From an optimization exercise on the open Yosys and OpenROAD flow, aimed at small area; shortcuts taken in it are not production practice. The RTL was checked by simulation tests, not by an equivalence proof against the original design. No activity file was given, so power comes from the tool's default toggle rates.

== v31 ==
// cpu
module cpu
#(
    parameter CODE_ADDR_WIDTH   = 13,
    parameter DATA_ADDR_WIDTH   = 13,
    parameter STACK_DEPTH       = 5,
    parameter RSTACK_DEPTH      = 4,
    parameter FP                = (1 << 13) - (1 << 6) * 6 - 16 - 16 * 4
)
(
    input   wire                        clk,
    input   wire                        reset,           
    input   wire                        resume,          
    output  wire [CODE_ADDR_WIDTH-1:0]  code_addr,       
    input   wire [15:0]                 instruction,     
    output  wire [DATA_ADDR_WIDTH-1:0]  mem_addr,        
    input   wire [15:0]                 mem_din,         
    output  wire                        mem_dout_we,     
    output  wire [15:0]                 mem_dout         
);
For scale: about 2500 cells after synthesis, ~760 flip-flops, roughly 35000 sq um of cells after synthesis.
export LEC_CHECK = 0
export CAP_MARGIN = 20
export CORE_MARGIN = 2
export CORE_UTILIZATION = 70
export CTS_CLUSTER_DIAMETER = 80
export CTS_CLUSTER_SIZE = 24
export SETUP_SLACK_MARGIN = 0.15
export SLEW_MARGIN = 20
create_clock -name core_clock -period 10.0 [get_ports {clk}]
standard.sh (not shown) runs the stock make flow with config.mk's settings and CLKGATE_MAP_FILE= SYNTH_SCRIPT=/design/flow/synth_recipe.tcl, a recipe that flattens the netlist after the stock synthesis.
==> flow/flow/run.sh <==
#!/bin/bash
# Layout flow: the standard ORFS flow (standard.sh) with these changes
# to how the layout is made:
#  - synthesis is synth_recipe.tcl with ABC's combinational mapping script
#    replaced and only full adders extracted before ABC (flow/synth_abc.tcl,
#    flow/abc_map.script);
#  - the buffer that buffer_ports puts on every input and output port is
#    sky130_fd_sc_hd__buf_1 instead of the delay cell the tool picks itself;
#  - clock tree synthesis inserts no dummy loads (same clustering settings as
#    config.mk's CTS_CLUSTER_SIZE / CTS_CLUSTER_DIAMETER).
# The full output goes to flow_standard.log in the work folder; each ORFS
# step also keeps its own log under orfs/logs/.
set -euo pipefail
here=$(cd "$(dirname "$0")" && pwd)
export BUFFER_PORTS_ARGS="-buffer_cell sky130_fd_sc_hd__buf_1"
export CTS_ARGS="-sink_clustering_enable -repair_clock_nets -sink_clustering_size 24 -sink_clustering_max_diameter 80 -dont_use_dummy_load"
bash standard.sh finish "SYNTH_SCRIPT=$here/synth_abc.tcl" > flow_standard.log 2>&1
==> flow/flow/abc_map.script <==
&get -n
&st
&dch
&nf -R 1000
&put
==> flow/flow/synth_abc.tcl <==
# The standard synthesis (synth_recipe.tcl, beside this folder), with two
# changes to how the combinational logic is mapped:
#  - ABC uses abc_map.script (one choice-based mapping with extended area
#    recovery, no buffering or sizing, which the placer's repair does later)
#    instead of ORFS's speed script;
#  - the adder extraction before ABC takes only full adders (extract_fa -fa),
#    leaving half adders to ABC.
# The flip-flops are mapped before either step, so they are the same.
set ::abc_map_script [file join [file dirname [file normalize [info script]]] abc_map.script]
proc abc {args} {
  set i [lsearch -exact $args -script]
  if { $i >= 0 } {
    lset args [expr { $i + 1 }] $::abc_map_script
  }
  yosys abc {*}$args
}
proc extract_fa {args} {
  yosys extract_fa -fa
}
source [file join [file dirname [file dirname $::abc_map_script]] synth_recipe.tcl]
Every stage of the flow completed for v31, and the final layout passed the timing, DRC and antenna checks.
## Diff of input files: v16 against v31
--- a/flow/design.v
+++ b/flow/design.v
@@ -248,26 +248,26 @@
 wire t191 = t163 ^ t162 ^ t190;
 wire t192 = (t163 & t162) | (t163 & t190) | (t162 & t190);
 wire t193 = t165 ^ t164 ^ t192;
 wire t194 = (t165 & t164) | (t165 & t192) | (t164 & t192);
 wire t195 = t167 ^ t166 ^ t194;
 wire t196 = (t167 & t166) | (t167 & t194) | (t166 & t194);
 wire t197 = t169 ^ t168 ^ t196;
 wire t198 = (t169 & t168) | (t169 & t196) | (t168 & t196);
 wire t199 = t171 ^ t170 ^ t198;
 wire t200 = (t171 & t170) | (t171 & t198) | (t170 & t198);
 wire t201 = t173 ^ t172 ^ t200;
 wire t202 = (t173 & t172) | (t173 & t200) | (t172 & t200);
-wire t203 = t175 ^ t174;
-wire t204 = t175 & t174;
+wire t203 = t175 ^ t174 ^ t202;
+wire t204 = (t175 & t174) | (t175 & t202) | (t174 & t202);
 wire t205 = t177 ^ t176 ^ t204;
 wire t206 = (t177 & t176) | (t177 & t204) | (t176 & t204);
 wire t207 = t179 ^ t178 ^ t206;
 wire t208 = (t179 & t178) | (t179 & t206) | (t178 & t206);
 wire t209 = t181 ^ t180 ^ t208;
 wire t210 = (t181 & t180) | (t181 & t208) | (t180 & t208);
 wire t211 = pp[0][15] ^ pp[1][14];
 wire t212 = pp[2][13] ^ pp[3][12];
 wire t213 = pp[4][11] ^ pp[5][10];
 wire t214 = pp[6][9] ^ pp[7][8];
 wire t215 = pp[8][7] ^ pp[9][6];
 wire t216 = pp[10][5] ^ pp[11][4];
@@ -285,67 +285,25 @@
 wire t228 = t217 ^ t218;
 wire t229 = t219 ^ t220;
 wire t230 = t221 ^ t222;
 wire t231 = t223 ^ t224;
 wire t232 = t225 ^ t226;
 wire t233 = t227 ^ t228;
 wire t234 = t229 ^ t230;
 wire t235 = t231 ^ t182;
 wire t236 = t232 ^ t233;
 wire t237 = t234 ^ t235;
 wire t238 = t236 ^ t237;
 wire t239 = t238 ^ t210;
-wire t240 = ~(t175 ^ t174);
-wire t241 = t175 | t174;
-wire t242 = t177 ^ t176 ^ t241;
-wire t243 = (t177 & t176) | (t177 & t241) | (t176 & t241);
-wire t244 = t179 ^ t178 ^ t243;
-wire t245 = (t179 & t178) | (t179 & t243) | (t178 & t243);
-wire t246 = t181 ^ t180 ^ t245;
-wire t247 = (t181 & t180) | (t181 & t245) | (t180 & t245);
-wire t248 = pp[0][15] ^ pp[1][14];
-wire t249 = pp[2][13] ^ pp[3][12];
-wire t250 = pp[4][11] ^ pp[5][10];
-wire t251 = pp[6][9] ^ pp[7][8];
-wire t252 = pp[8][7] ^ pp[9][6];
-wire t253 = pp[10][5] ^ pp[11][4];
-wire t254 = pp[12][3] ^ pp[13][2];
-wire t255 = pp[14][1] ^ pp[15][0];
-wire t256 = t4 ^ t6;
-wire t257 = t36 ^ t38;
-wire t258 = t40 ^ t42;
-wire t259 = t86 ^ t88;
-wire t260 = t90 ^ t130;
-wire t261 = t132 ^ t156;
-wire t262 = t248 ^ t249;
-wire t263 = t250 ^ t251;
-wire t264 = t252 ^ t253;
-wire t265 = t254 ^ t255;
-wire t266 = t256 ^ t257;
-wire t267 = t258 ^ t259;
-wire t268 = t260 ^ t261;
-wire t269 = t262 ^ t263;
-wire t270 = t264 ^ t265;
-wire t271 = t266 ^ t267;
-wire t272 = t268 ^ t182;
-wire t273 = t269 ^ t270;
-wire t274 = t271 ^ t272;
-wire t275 = t273 ^ t274;
-wire t276 = t275 ^ t247;
-wire t277 = t202 ? t240 : t203;
-wire t278 = t202 ? t242 : t205;
-wire t279 = t202 ? t244 : t207;
-wire t280 = t202 ? t246 : t209;
-wire t281 = t202 ? t276 : t239;
-assign o = {t281, t280, t279, t278, t277, t201, t199, t197, t195, t193, t191, t189, t187, t185, t183, pp[0][0]};
+assign o = {t239, t209, t207, t205, t203, t201, t199, t197, t195, t193, t191, t189, t187, t185, t183, pp[0][0]};
 endmodule
 module stack
 #(
     parameter WIDTH = 5,  
     parameter SIZE  = 32
 )
 (
     input wire clk,
     input wire [WIDTH-1:0] sp,
     input wire [WIDTH-2:0] sp_minus_1_hi,
     output wire [15:0] even_out,     
     output wire [15:0] odd_out,      
- Number of cells produced by synthesis grows by a few percent when moving from v31 to v16.
- The worst setup slack after placement number comes out higher for v16 vs v31.
- Against v31, v16 comes in 0.17 ns higher on time the worst path needs with I/O delays and setup.
- Of the two candidates, v31 has the better total power and v16 the worse one.
- Looking at v31 and v16, the final area is a wash.
- Diff v16..v31 | total routing resource utilization after global routing | negligible

-- afterwards: timing with drivers on the ports --
No port has a modelled driver above. Below, the same layouts with a new extraction and two added sets of constraints. Step 1, drivers: a clkbuf_16 drives clk and a buf_2 each remaining input, both assumed. Step 2 moves the port delays by t, midway between the first and last clock arrival at a register: inputs arrive t later, outputs are due t later. That takes back most of the time a late clock gives input paths. Slacks: no drivers / after step 1 / after step 2; pairs: no drivers / after step 1.
| run | shift t [ns] | setup slack, ns | worst setup path after step 2 | pins driven straight from the clock port |
|---|---|---|---|---|
| v31 | 0.658 | 0.370 / 0.370 / -0.177 | input to register | 1 |
| v16 | 0.636 | 0.203 / 0.203 / -0.287 | input to register | 1 |
With both steps, setup timing fails in v31 and v16, where it was met with ideal ports. For v31, which loses most, drivers alone change the setup slack by 0.000 ns; drivers and shift together by -0.547 ns.
